Context: an optimization exercise on an open-source flow, tuned for small area, a short achievable clock period and few clock cycles per item. The choices shown serve that exercise and are no tape-out recipe. At most, simulation tests tie the RTL to the original design; equivalence was not proved. The flow treats the clock pin as an ideal source. Dropping or thinning the clock tree relies on that and would not hold on a real chip.

==> inputs of build 9 <==
==> flow/design.v <==
`timescale 1ns / 1ps
module prng (
	input clk,     
	input rst,   
	input [31:0] seed,
	input start,
	input cont,
	output reg done,
	output [31:0] rand_num
);
localparam B  = 4;                 
localparam NB = (31 + B - 1) / B;  
reg [30:0] acc;    
reg  [2:0] cnt;    
reg  [3:0] nen;    
wire busy = !nen[0];
assign rand_num = {1'b0, acc};
wire [30:0] nen_bits = {{7{nen[3]}}, {8{nen[2]}}, {8{nen[1]}}, {8{nen[0]}}};
wire [30:0] b = ~({acc[2:0], acc[30:3]} | nen_bits);
wire [30:0] g = acc & b;    
wire [30:0] p = acc ^ b;    
localparam LB = (B > 8) ? 4 : (B > 4) ? 3 : (B > 2) ? 2 : (B > 1) ? 1 : 0;   
wire [30:0] lg [0:LB];
wire [30:0] lp [0:LB];
wire [30:0] gl = lg[LB];
wire [30:0] pl = lp[LB];
assign lg[0] = g;
assign lp[0] = p;
wire [NB-1:0] bg, bp;
wire [30:0] c;
genvar i, j, k;
generate
	for (k = 0; k < LB; k = k + 1) begin : local_level
		for (i = 0; i < 31; i = i + 1) begin : local_bit
			localparam LO = i - i % B;
			localparam OFF = i % B;
			localparam J = LO + (OFF & ~((2 << k) - 1)) + (1 << k) - 1;
			if ((OFF >> k) & 1) begin : merge
				assign lg[k+1][i] = lg[k][i] | lp[k][i] & lg[k][J];
				assign lp[k+1][i] = lp[k][i] & lp[k][J];
			end else begin : pass
				assign lg[k+1][i] = lg[k][i];
				assign lp[k+1][i] = lp[k][i];
			end
		end
	end
	for (j = 0; j < NB; j = j + 1) begin : block_gp
		localparam TOP = (j * B + B - 1 > 30) ? 30 : j * B + B - 1;
		assign bg[j] = gl[TOP];
		assign bp[j] = pl[TOP];
	end
endgenerate
localparam L = (NB > 16) ? 5 : (NB > 8) ? 4 : (NB > 4) ? 3 : (NB > 2) ? 2 : 1;   
wire [NB-1:0] cg [0:L];
wire [NB-1:0] cp [0:L];
assign cg[0] = bg;
assign cp[0] = bp;
generate
	for (k = 0; k < L; k = k + 1) begin : ring_level
		for (j = 0; j < NB; j = j + 1) begin : ring_block
			localparam J2 = (j + NB - (1 << k) % NB) % NB;
			assign cg[k+1][j] = cg[k][j] | cp[k][j] & cg[k][J2];
			assign cp[k+1][j] = cp[k][j] & cp[k][J2];
		end
	end
	for (i = 0; i < 31; i = i + 1) begin : carry
		localparam BI = i / B;
		localparam BPREV = (BI + NB - 1) % NB;
		if (i % B == 0) begin : first
			assign c[i] = cg[L][BPREV];
		end else begin : next
			assign c[i] = gl[i-1] | pl[i-1] & cg[L][BPREV];
		end
	end
endgenerate
wire [30:0] x = (busy || done) ? p : {seed[15:0], seed[30:16]};
always @(posedge clk)
	acc <= x ^ c;
always @(posedge clk) begin
	if (rst) begin
		nen  <= 4'hf;
		done <= 1'b0;
		cnt  <= 3'd0;
	end else if (busy) begin
		cnt <= cnt + 3'd1;
		if (cnt == 3'd4)        nen[0] <= 1'b1;
		if (cnt[2])             nen[1] <= 1'b1;
		if (cnt[2] && !cnt[1])  nen[2] <= 1'b1;
		if (cnt[2] && !cnt[0])  nen[3] <= 1'b1;
		if (cnt == 3'd4)        done  <= 1'b1;
	end else if (done) begin
		if (!start) done <= 1'b0;
	end else if (start) begin
		nen <= 4'd0;
		cnt <= 3'd0;
	end
end
endmodule
==> flow/flow/run.sh <==
#!/bin/bash
# The standard layout with two changes:
#  - the port buffers are plain buffers (sky130_fd_sc_hd__buf_1) instead of the
#    cell buffer_ports picks by itself;
#  - in synthesis, ABC's technology mapping (&nf) may relax delay for area
#    (-R 20). Everything else in the synthesis, registers included, is as in
#    the standard flow.
set -euo pipefail
export BUFFER_PORTS_ARGS="-buffer_cell sky130_fd_sc_hd__buf_1"
cp -r "$FLOW_HOME/scripts" scripts
sed -i 's/^&nf$/\&nf -R 20/' scripts/abc_speed.script
export SCRIPTS_DIR="$PWD/scripts"
bash standard.sh > standard.log 2>&1
==> flow/standard.sh <==
#!/bin/bash
# synth_recipe.tcl (not shown) runs the flow's synth.tcl, then flattens the netlist and writes it again
# the make line also repeats each setting of config.mk as NAME=value (left out here)
make -C /OpenROAD-flow-scripts/flow DESIGN_CONFIG=/design/flow/config.mk WORK_HOME=/design/flow/orfs CLKGATE_MAP_FILE= SYNTH_SCRIPT=/design/flow/synth_recipe.tcl "${@:-finish}"
==> flow/config.mk <==
export PLATFORM = sky130hd
export DESIGN_NAME = prng
export DESIGN_NICKNAME = prng
export VERILOG_FILES = /design/flow/design.v
export SDC_FILE = /design/flow/constraint.sdc
export NUM_CORES = 8
export LEC_CHECK = 0
export CAP_MARGIN = 20
export CORE_MARGIN = 2
export CORE_UTILIZATION = 40
export SLEW_MARGIN = 50
==> flow/constraint.sdc <==
create_clock -name core_clock -period 9.0 [get_ports {clk}]
set_input_delay 1.8000 -clock core_clock [delete_from_list [all_inputs] [get_ports {clk}]]
set_output_delay 1.8000 -clock core_clock [all_outputs]
set_load 0.01 [all_outputs]
==> build 84: changes against build 9 <==
--- a/flow/design.v
+++ b/flow/design.v
@@ -8,14 +8,14 @@
 	output reg done,
 	output [31:0] rand_num
 );
-localparam B  = 4;                 
+localparam B  = 2;                 
 localparam NB = (31 + B - 1) / B;  
 reg [30:0] acc;    
 reg  [2:0] cnt;    
-reg  [3:0] nen;    
+reg  [1:0] nen;    
 wire busy = !nen[0];
 assign rand_num = {1'b0, acc};
-wire [30:0] nen_bits = {{7{nen[3]}}, {8{nen[2]}}, {8{nen[1]}}, {8{nen[0]}}};
+wire [30:0] nen_bits = {{15{nen[1]}}, {16{nen[0]}}};
 wire [30:0] b = ~({acc[2:0], acc[30:3]} | nen_bits);
 wire [30:0] g = acc & b;    
 wire [30:0] p = acc ^ b;    
@@ -26,8 +26,8 @@
 wire [30:0] pl = lp[LB];
 assign lg[0] = g;
 assign lp[0] = p;
-wire [NB-1:0] bg, bp;
-wire [30:0] c;
+wire [NB-1:0] bg, bp;    
+wire [30:0] c;           
 genvar i, j, k;
 generate
 	for (k = 0; k < LB; k = k + 1) begin : local_level
@@ -73,25 +73,25 @@
 		end
 	end
 endgenerate
-wire [30:0] x = (busy || done) ? p : {seed[15:0], seed[30:16]};
+wire [1:0]  keep = ~nen | {2{done}};
+wire [30:0] keep_bits = {{15{keep[1]}}, {16{keep[0]}}};
+wire [30:0] x = (p & keep_bits) | ({seed[15:0], seed[30:16]} & ~keep_bits);
 always @(posedge clk)
 	acc <= x ^ c;
 always @(posedge clk) begin
 	if (rst) begin
-		nen  <= 4'hf;
+		nen  <= 2'b11;
 		done <= 1'b0;
 		cnt  <= 3'd0;
 	end else if (busy) begin
 		cnt <= cnt + 3'd1;
 		if (cnt == 3'd4)        nen[0] <= 1'b1;
 		if (cnt[2])             nen[1] <= 1'b1;
-		if (cnt[2] && !cnt[1])  nen[2] <= 1'b1;
-		if (cnt[2] && !cnt[0])  nen[3] <= 1'b1;
-		if (cnt == 3'd4)        done  <= 1'b1;
+		if (cnt == 3'd4)        done   <= 1'b1;
 	end else if (done) begin
 		if (!start) done <= 1'b0;
 	end else if (start) begin
-		nen <= 4'd0;
+		nen <= 2'b00;
 		cnt <= 3'd0;
 	end
 end
==> flow/flow/run.sh (replaced) <==
#!/bin/bash
# The standard layout (standard.sh, ORFS from synthesis to the final layout)
# with these changes, made through ORFS's own variables and hooks:
#  - synthesis: ABC maps the logic with flow/abc.script (ORFS's speed script
#    cut down, with &nf allowed to trade some delay for area) instead of
#    ORFS's abc_speed.script. The rest of the synthesis, registers included,
#    is the standard one (synth_recipe.tcl and ORFS's synth.tcl, unchanged);
#  - the port buffers that buffer_ports inserts on every input and output are
#    plain sky130_fd_sc_hd__buf_1 instead of the cell it picks by itself;
#  - after clock tree synthesis, flow/clock_tree.tcl replaces the two-level
#    clock tree with one level of four clock buffers;
#  - timing repair aims for 6.3 ns of setup slack (a 2.7 ns period) instead
#    of 0.
# standard.sh writes each ORFS step's log under orfs/logs/; make's own output
# goes to standard.log.
set -euo pipefail
cp -r "$FLOW_HOME/scripts" scripts
cp flow/abc.script scripts/abc_speed.script
export SCRIPTS_DIR="$PWD/scripts"
export BUFFER_PORTS_ARGS="-buffer_cell sky130_fd_sc_hd__buf_1"
export POST_CTS_TCL="$PWD/flow/clock_tree.tcl"
export SETUP_SLACK_MARGIN=6.3
bash standard.sh > standard.log 2>&1
==> flow/flow/abc.script (new file) <==
&get -n
&st
&syn2
&dch
&nf -R 20
&put
buffer -c
topo
stime -c
upsize -c
dnsize -c
==> flow/flow/clock_tree.tcl (new file) <==
set nbuf 4
set cell sky130_fd_sc_hd__clkbuf_8

set block [ord::get_db_block]
set db [ord::get_db]
set clk_net [[$block findBTerm clk] getNet]

# Walk the clock network from the port: buffers to remove, and the clock pins
# of the cells they (or the port) drive.
set bufs {}
set loads {}
set sinks {}
set todo [list $clk_net]
while {[llength $todo] > 0} {
  set net [lindex $todo 0]
  set todo [lrange $todo 1 end]
  foreach it [$net getITerms] {
    if {![$it isInputSignal] && [$it getIoType] ne "INPUT"} { continue }
    set inst [$it getInst]
    set m [[$inst getMaster] getName]
    if {[string match "clkload*" [$inst getName]]} {
      # a dummy load clock_tree_synthesis added to balance its tree
      lappend loads $inst
    } elseif {[string match "sky130_fd_sc_hd__clkbuf_*" $m] || [string match "sky130_fd_sc_hd__buf_*" $m]} {
      lappend bufs $inst
      set onet [[$inst findITerm X] getNet]
      if {$onet ne "NULL"} { lappend todo $onet }
    } else {
      lappend sinks $it
    }
  }
}
puts "clock_tree.tcl: [llength $bufs] clock buffers and [llength $loads] dummy loads removed, [llength $sinks] clock pins"

foreach inst $loads {
  foreach it [$inst getITerms] { if {[$it getNet] ne "NULL"} { $it disconnect } }
  odb::dbInst_destroy $inst
}

foreach inst $bufs {
  set onet [[$inst findITerm X] getNet]
  if {$onet ne "NULL"} {
    foreach it [$onet getITerms] { $it disconnect }
    odb::dbNet_destroy $onet
  }
  [$inst findITerm A] disconnect
  odb::dbInst_destroy $inst
}

# Group the clock pins: split by x into halves, then each half by y.
proc split_by {pts idx n} {
  set pts [lsort -integer -index $idx $pts]
  set per [expr {int(ceil(double([llength $pts]) / $n))}]
  set out {}
  for {set k 0} {$k < $n} {incr k} {
    lappend out [lrange $pts [expr {$k * $per}] [expr {($k + 1) * $per - 1}]]
  }
  return $out
}
set pts {}
foreach it $sinks {
  set loc [[$it getInst] getLocation]
  lappend pts [list [lindex $loc 0] [lindex $loc 1] $it]
}
set groups {}
foreach half [split_by $pts 0 [expr {$nbuf / 2}]] {
  foreach g [split_by $half 1 2] { lappend groups $g }
}

set master [$db findMaster $cell]
set k 0
foreach grp $groups {
  if {[llength $grp] == 0} { continue }
  set sx 0
  set sy 0
  foreach p $grp {
    incr sx [lindex $p 0]
    incr sy [lindex $p 1]
  }
  set b [odb::dbInst_create $block $master clkbuf_leaf_$k]
  set net [odb::dbNet_create $block clknet_leaf_$k]
  $net setSigType CLOCK
  [$b findITerm A] connect $clk_net
  [$b findITerm X] connect $net
  foreach p $grp { [lindex $p 2] connect $net }
  $b setLocation [expr {$sx / [llength $grp]}] [expr {$sy / [llength $grp]}]
  $b setPlacementStatus PLACED
  incr k
}
puts "clock_tree.tcl: $k clock buffers ($cell) inserted"
detailed_placement
check_placement -verbose
--- a/flow/config.mk
+++ b/flow/config.mk
@@ -8,4 +8,4 @@
 export CAP_MARGIN = 20
 export CORE_MARGIN = 2
 export CORE_UTILIZATION = 40
-export SLEW_MARGIN = 50
+export SLEW_MARGIN = 40
==> build 41: changes against build 9 <==
==> flow/flow/run.sh (replaced) <==
#!/bin/bash
# The standard layout (standard.sh) with these changes:
#  - synthesis: ABC's technology mapping (&nf) may relax delay for area
#    (-R 20); everything else, registers included, is as in the standard flow;
#  - the port buffers are plain buffers (sky130_fd_sc_hd__buf_1) instead of
#    the cell buffer_ports picks by itself;
#  - timing repair aims for 6.3 ns of setup slack.
set -euo pipefail
cp -r "$FLOW_HOME/scripts" scripts
sed -i 's/^&nf$/\&nf -R 20/' scripts/abc_speed.script
export SCRIPTS_DIR="$PWD/scripts"
export BUFFER_PORTS_ARGS="-buffer_cell sky130_fd_sc_hd__buf_1"
export SETUP_SLACK_MARGIN=6.3
bash standard.sh > standard.log 2>&1
--- a/flow/config.mk
+++ b/flow/config.mk
@@ -5,7 +5,8 @@
 export SDC_FILE = /design/flow/constraint.sdc
 export NUM_CORES = 8
 export LEC_CHECK = 0
+export ABC_AREA = 1
 export CAP_MARGIN = 20
 export CORE_MARGIN = 2
 export CORE_UTILIZATION = 40
-export SLEW_MARGIN = 50
+export SLEW_MARGIN = 70
==> results_dict.tcl <==
set metrics [dict create \
    cp_max_fo 16 \
    p_per_area_nw_per_um2 324 \
    synthesis.instances 336 \
    synth_nets 405 \
    synthMuxAreaShare_pct 9.86 \
    power.internal_uw 569 \
    rr_startpoint "nen[0]" \
    fin_area_sq_um 3270 \
    outcome "timing/DRC/antenna clean" \
    synthSimpleGateAreaFrac_pct 17.2 \
    use_met2_pct 29.1 \
    rr_worst_depth 10 \
    synth_fa_ha_area_share_pct 14.5 \
]
Source of the figures above: build 9

==> results_dict.tcl <==
set metrics [dict create \
    synthMuxAreaShare_pct 10.6 \
    use_met2_pct 30.8 \
    antenna_found_initial 0 \
    synth_nets 422 \
    rr_startpoint "nen[1]" \
    r2r_setup_slack_ps 6490 \
    p_per_area_nw_per_um2 349 \
    synthesis.instances 353 \
    outcome "timing/DRC/antenna clean" \
    drv_cap 0 \
    synth_fa_ha_area_share_pct 14.1 \
]
Source of the figures above: build 84

==> results_dict.tcl <==
set metrics [dict create \
    synthesis.instances 591 \
    die_x_um 96.7 \
    rr_startpoint "nen[2]" \
    fin_area_sq_um 3890 \
    rr_worst_depth 15 \
    synth_nets 660 \
    cp_max_fo 3 \
    num-multi-input-gates 408 \
    power.internal_uw 557 \
    p_per_area_nw_per_um2 290 \
    synthSimpleGateAreaFrac_pct 37.9 \
    outcome "timing/DRC/antenna clean" \
]
Source of the figures above: build 41

Testbench counts of build 9, summed over its fixed seeds: cycles 18,432, items 2,048.
Testbench counts of build 41, summed over its fixed seeds: cycles 18,432, items 2,048.
No functional check of the RTL was part of build 84. In build 84 the design's own scripts or RTL, not TritonCTS, make the clock network.

-- what the ideal ports hide --
Ports are ideal in the flow. The routed layouts listed here were re-timed in OpenROAD.
Step 1, drivers: a clkbuf_16 drives clk and a buf_2 each remaining input, both assumed.
Step 2 also shifts input and output timing later by t, the mid clock arrival at the registers, as if the neighbouring blocks saw the same clock.
a / b / c = no drivers / after step 1 / after step 2; a / b = the first two.
run	t (ns)	slack for setup (ns)	hold WS [ns]	worst setup path at the end	slew at the worst register clock pin (ns)
build 9	0.320	5.952 / 5.952 / 5.952	0.503 / 0.503 / 0.503	register to register	0.08 / 0.08
build 84	0.195	6.488 / 6.424 / 6.489	0.471 / 0.471 / 0.471	register to register	0.07 / 0.07
build 41	0.331	6.336 / 6.302 / 6.529	0.464 / 0.464 / 0.464	input to register	0.09 / 0.09
After both steps every run listed still meets setup and hold.
